Background: an optimization exercise with open tools, aiming at small area. Do not read the settings as production practice. The RTL was checked by simulation tests, not by an equivalence proof against the original design. The clock port is modelled as an ideal driver; clocking choices that lean on that would not hold on a real chip. Power figures rest on the tool's default switching activity, not on a simulated workload.

File: flow/config.mk
export PLATFORM = sky130hd
export DESIGN_NAME = LC3
export DESIGN_NICKNAME = LC3
export VERILOG_FILES = /design/flow/design.v
export SDC_FILE = /design/flow/constraint.sdc
export NUM_CORES = 4
export LEC_CHECK = 0
export ABC_AREA = 1
export CAP_MARGIN = 20
export CORE_MARGIN = 2
export CORE_UTILIZATION = 85
export CTS_BUF_LIST = sky130_fd_sc_hd__clkbuf_2 sky130_fd_sc_hd__clkbuf_4 sky130_fd_sc_hd__clkbuf_8
export SLEW_MARGIN = 20
File: flow/flow/run.sh
#!/bin/bash
# The standard layout, with three changes:
#  - synthesis maps the logic with ABC's area-oriented amap (flow/abc_area.script) instead of
#    ORFS's area script; otherwise it is synth_recipe.tcl unchanged (same registers and names)
#  - the port buffers use the smallest buffer cell
#  - the clock tree is built by flow/cts_pre.tcl instead of TritonCTS
set -euo pipefail
here=$(pwd)
{
  echo "proc abc {args} { set i [lsearch \$args -script]; if {\$i >= 0} { lset args [expr {\$i+1}] $here/flow/abc_area.script }; yosys abc {*}\$args }"
  cat synth_recipe.tcl
} > own_synth.tcl
bash standard.sh "SYNTH_SCRIPT=$here/own_synth.tcl" "BUFFER_PORTS_ARGS=-buffer_cell sky130_fd_sc_hd__buf_1" "PRE_CTS_TCL=$here/flow/cts_pre.tcl" finish > standard_flow.log 2>&1
File: flow/constraint.sdc
create_clock -name core_clock -period 7.0 [get_ports {clk}]
set_input_delay 1.4000 -clock core_clock [delete_from_list [all_inputs] [get_ports {clk}]]
set_output_delay 1.4000 -clock core_clock [all_outputs]
set_load 0.01 [all_outputs]
File: flow/design.v
`timescale 1ns / 1ps
module LC3(reset, clk, mem_addr, mem_wdata, mem_we, mem_rdata);
	input reset, clk;
	output [15:0] mem_addr, mem_wdata;
	output mem_we;
	input [15:0] mem_rdata;
	reg [3:0] ph;
	reg clr, p2;
	reg [15:0] irr;
	reg [15:0] pc, mdr;
	reg [15:0] r0, r1, r2, r3, r4, r5, r6, r7;
	reg f1, f0;	 
	reg cy;
	wire first = ~clr & ~p2 & (ph == 4'd0);
	wire [15:0] ir = {irr[15:4], 1'b0, irr[2:0]};
	wire [15:0] ire = first ? mem_rdata : ir;
	wire [3:0] op = ire[15:12];
	wire isADD = (op == 4'b0001);
	wire isAND = (op == 4'b0101);
	wire isNOT = (op == 4'b1001);
	wire isBR  = (op == 4'b0000);
	wire isLD  = (op == 4'b0010);
	wire isST  = (op == 4'b0011);
	wire isJSR = (op == 4'b0100);
	wire isJMP = (op == 4'b1100);
	wire isALU = isADD | isAND | isNOT;
	wire isMEM = isLD | isST;
	wire [7:0] tail = {r7[0], r6[0], r5[0], r4[0], r3[0], r2[0], r1[0], r0[0]};
	wire [2:0] sa = (isALU & ~p2) ? ire[2:0] : isMEM ? ire[11:9] : ire[8:6];
	wire a = tail[sa];
	wire ext = isALU ? (ph > 4'd4) : isJSR ? (ph > 4'd10) : (ph > 4'd8);
	wire sgn = isALU ? ir[4] : isJSR ? ir[10] : ir[8];
	wire obit = first ? mem_rdata[0] : ext ? sgn : mdr[0];
	wire alu2 = p2 & isALU;
	wire taken = (~f1 & f0 & ire[11]) | (f1 & ~f0 & ire[10]) | (f1 & f0 & ire[9]);
	wire x = (alu2 | isJMP | (p2 & isMEM)) ? a : pc[0];
	wire q = (p2 ? isJSR : ((isBR & taken) | isMEM)) & obit;
	wire y = alu2 ? mdr[0] : q;
	wire cin = (ph == 4'd0) ? ~(alu2 | isJMP | (p2 & isJSR)) : cy;
	wire sum = x ^ y ^ cin;
	wire ar = isADD ? sum : isAND ? (a & mdr[0]) : ~a;
	wire ldbit = (isLD & (ph == 4'd0)) ? mem_rdata[0] : mdr[0];
	wire wen = p2 ? (isMEM | isALU) : (isJSR | isMEM);
	wire [2:0] wsel = isJSR ? 3'd7 : ire[11:9];
	wire wbit = p2 ? (isALU ? ar : ldbit) : isJSR ? sum : pc[0];
	wire setcc = ~clr & p2 & (isLD | isALU);
	wire clearing = reset | clr;
	wire [7:0] wk;
	genvar k;
	generate for (k = 0; k < 8; k = k + 1) begin : wd
		assign wk[k] = wen & (wsel == k);
	end endgenerate
	wire [7:0] wkc = wk | {8{clearing}};
	wire wbc = wbit & ~clearing;
	wire [7:0] rin = (wkc & {8{wbc}}) | (~wkc & tail);
	wire pnew = ~clearing & (alu2 ? pc[0] : sum);
	wire cap = first | (p2 & isLD & (ph == 4'd0));
	wire sin = (~p2 & (isJSR | (isALU & ire[5]))) ? obit : a;
	always @(posedge clk) begin
		irr <= ire;
		r0 <= {rin[0], r0[15:1]};
		r1 <= {rin[1], r1[15:1]};
		r2 <= {rin[2], r2[15:1]};
		r3 <= {rin[3], r3[15:1]};
		r4 <= {rin[4], r4[15:1]};
		r5 <= {rin[5], r5[15:1]};
		r6 <= {rin[6], r6[15:1]};
		r7 <= {rin[7], r7[15:1]};
		pc <= {pnew, pc[15:1]};
		cy <= (x & y) | (x & cin) | (y & cin);
		mdr <= {sin, cap ? mem_rdata[15:1] : mdr[15:1]};
	end
	always @(posedge clk) begin
		if (reset) begin
			f1 <= 1'b0; f0 <= 1'b0;
		end else if (setcc) begin
			if (ph == 4'd15) begin
				f1 <= ~wbit;
				f0 <= wbit | ~f1;
			end else if (ph == 4'd0)
				f1 <= ~wbit;
			else
				f1 <= f1 & ~wbit;
		end
	end
	always @(posedge clk) begin
		if (reset) begin
			ph <= 4'd0; clr <= 1'b1; p2 <= 1'b0;
		end else begin
			ph <= ph + 4'd1;
			if (ph == 4'd15) begin
				clr <= 1'b0;
				p2 <= ~clr & ~p2 & (isMEM | isJSR | isALU);
			end
		end
	end
	assign mem_addr = pc;
	assign mem_wdata = mdr;
	assign mem_we = p2 & (ph == 4'd0) & isST;
endmodule
File: flow/flow/abc_area.script
strash
dch
amap
topo
File: flow/standard.sh
#!/bin/bash
# synth_recipe.tcl (not shown) runs the flow's synth.tcl, then flattens the netlist and writes it again
# the make line also repeats each setting of config.mk as NAME=value (left out here)
make -C /OpenROAD-flow-scripts/flow DESIGN_CONFIG=/design/flow/config.mk WORK_HOME=/design/flow/orfs CLKGATE_MAP_FILE= SYNTH_SCRIPT=/design/flow/synth_recipe.tcl "${@:-finish}"
File: flow/flow/clock_tree.tcl
# Hand-built clock tree. The flip-flop clock pins are split into NCOL x NROW groups
# of equal size (columns by x, then rows by y inside each column); each group gets
# a leaf clock buffer at its centre of gravity. With ROOT set, the clock port drives
# one root buffer at the centre of the leaves, which drives the leaves; else the
# port drives the leaves itself.
proc build_clock_tree {ncol nrow leafbuf rootbuf} {
  set db [ord::get_db]
  set block [ord::get_db_block]
  set clkNet [$block findNet clk]
  set pts {}
  foreach it [$clkNet getITerms] {
    set bb [[$it getInst] getBBox]
    lappend pts [list $it [expr {([$bb xMin] + [$bb xMax]) / 2}] [expr {([$bb yMin] + [$bb yMax]) / 2}]]
  }
  set n [llength $pts]
  set byx [lsort -integer -index 1 $pts]
  set groups {}
  for {set c 0} {$c < $ncol} {incr c} {
    set col [lrange $byx [expr {$c * $n / $ncol}] [expr {($c + 1) * $n / $ncol - 1}]]
    set m [llength $col]
    set byy [lsort -integer -index 2 $col]
    for {set r 0} {$r < $nrow} {incr r} {
      lappend groups [lrange $byy [expr {$r * $m / $nrow}] [expr {($r + 1) * $m / $nrow - 1}]]
    }
  }
  set lmaster [$db findMaster $leafbuf]
  set k 0
  set leaves {}
  set sx 0; set sy 0
  foreach g $groups {
    set gx 0; set gy 0
    foreach p $g { incr gx [lindex $p 1]; incr gy [lindex $p 2] }
    set gx [expr {$gx / [llength $g]}]; set gy [expr {$gy / [llength $g]}]
    set inst [odb::dbInst_create $block $lmaster "clkleaf_$k"]
    set net [odb::dbNet_create $block "clkleaf_net_$k"]
    $net setSigType CLOCK
    [$inst findITerm X] connect $net
    foreach p $g { set it [lindex $p 0]; $it disconnect; $it connect $net }
    $inst setLocation $gx $gy
    $inst setPlacementStatus PLACED
    lappend leaves $inst
    incr sx $gx; incr sy $gy
    incr k
  }
  if {$rootbuf ne ""} {
    set rinst [odb::dbInst_create $block [$db findMaster $rootbuf] "clkroot"]
    set rnet [odb::dbNet_create $block "clkroot_net"]
    $rnet setSigType CLOCK
    [$rinst findITerm A] connect $clkNet
    [$rinst findITerm X] connect $rnet
    $rinst setLocation [expr {$sx / $k}] [expr {$sy / $k}]
    $rinst setPlacementStatus PLACED
    foreach inst $leaves { [$inst findITerm A] connect $rnet }
  } else {
    foreach inst $leaves { [$inst findITerm A] connect $clkNet }
  }
  puts "custom clock tree: $k x $leafbuf, root '$rootbuf', $n sinks"
}
File: flow/flow/cts_pre.tcl
# Sourced by ORFS's cts.tcl (PRE_CTS_TCL) before clock_tree_synthesis: builds the clock
# tree by hand (flow/clock_tree.tcl: the port drives one root clkbuf_8, which drives ten
# clkbuf_8 leaves, each feeding an equal-sized group of nearby flip-flops) and turns the
# clock_tree_synthesis call that follows into setting the clock as propagated.
source [file join [file dirname [info script]] clock_tree.tcl]
build_clock_tree 5 2 sky130_fd_sc_hd__clkbuf_8 sky130_fd_sc_hd__clkbuf_8
proc clock_tree_synthesis {args} {
  set_propagated_clock [all_clocks]
  puts "clock tree built by flow/cts_pre.tcl"
}
==> run notes <==
-- worst min path at each step --
stage                      start     end  slack, ns  depth (start not counted)
after floorplan            r0[1]   r0[0]       0.31                          0
after global placement    r5[14]  r5[13]       0.31                          0
after detailed placement   r0[8]   r0[7]       0.31                          0
after CTS                  r6[9]   r6[8]       0.33                          0
-- repair_timing --
action                     in CTS
pin swaps                       1
gates resized for setup         5
setup buffers                   1
setup endpoints to repair      11
hold buffers                    0
-- metal layers --
metal  GRT overflow  global-route usage (%)
met3              0                   50.11
met2              6                   87.26
met4              5                   73.68
met1              0                   69.86
met5              0                   6.364
-- kinds of logic after synthesis --
group                      after synthesis
DFF                                    184
and+or+nand+nor                         85
AOI/OAI and AO/OA                       76
buffers and inverters                   29
adders and majority gates                3
-- stage by stage --
step	instances	total power, W	instance area (um2)	hold slack (ns)	worst slack (ns)
CTS	514	0.001831	5231	0.3252	0.1129
detailed placement	502	0.001398	5049	0.3121	-0.3768
floorplan	377	0.001284	4748	0.3096	1.408
global placement	502	0.001347	5049	0.3110	1.050
-- power by group through the flow --
stage	sequential [W]	clock [W]	combinational (W)
after CTS	0.00115	0.000423	0.000258
after detailed placement	0.00117	0	0.000232
after global placement	0.00116	0	0.000192
after floorplan	0.00117	0	0.000114
==> results by group <==
Logic synthesis
  • Area share of fa/ha/maj cells after synthesis: 0.9486%
  • Syn. warnings: 1
  • Sequential area share after synthesis: 77.79%
  • Largest family of logic cells by synthesized area: compound AO/OA/AOI/OAI gates
  • Post-synth top area share: 77.15%
  • Main synth FF type: dfxtp_1
  • Post-Synth Simple-Gate Area: 7.431%
  • Area leader, netlist: dfxtp_1
  • Mapped Nets: 398
  • Area contributors post-synth: dfxtp_1, nor2_1, a22o_1
  • Avg Cell Area, Syn: 12.59 um2
  • Distinct cells, synth: 30
  • Most common cell in the netlist: dfxtp_1
  • Compound-Gate Fraction of Synth Area: 11.54%
  • Post-synth EDFFs: 1
  • Synthesized area: 4748 um2
  • Mux cell area share after synthesis: 0%
  • Synthesized flop and latch total: 184
  • Post-Synthesis Cells: 377
  • FFs w/ async S/R, synth: 0%
  • Synth Area in XOR/XNOR: 0%
  • Commonest cells post-synth: dfxtp_1, nor2_1, clkinv_1

Die
  • Initial Util: 87.30%
  • # rows: 27
  • I/O Pins: 51
  • Die Width: 78.74 um
  • Die height: 78.74 um

Placement
  • RePlAce Congestion: 0.8826
  • DPL Wire Length: 9.864 mm
  • Port bufs: 50

Global routing
  • Pin count of the biggest net entering global routing: 20
  • GRT Total Usage: 69.40%
  • Number of global-route vias before repair: 4348
  • Grt ovf: 11
  • First-pass GRT wire length: 29.42 mm

Run status
  • Failing step: global routing
  • Error msg: [ERROR GRT-0116] Global routing finished with congestion. Check the congestion regions in the DRC Viewer.
  • Status: stopped before the end
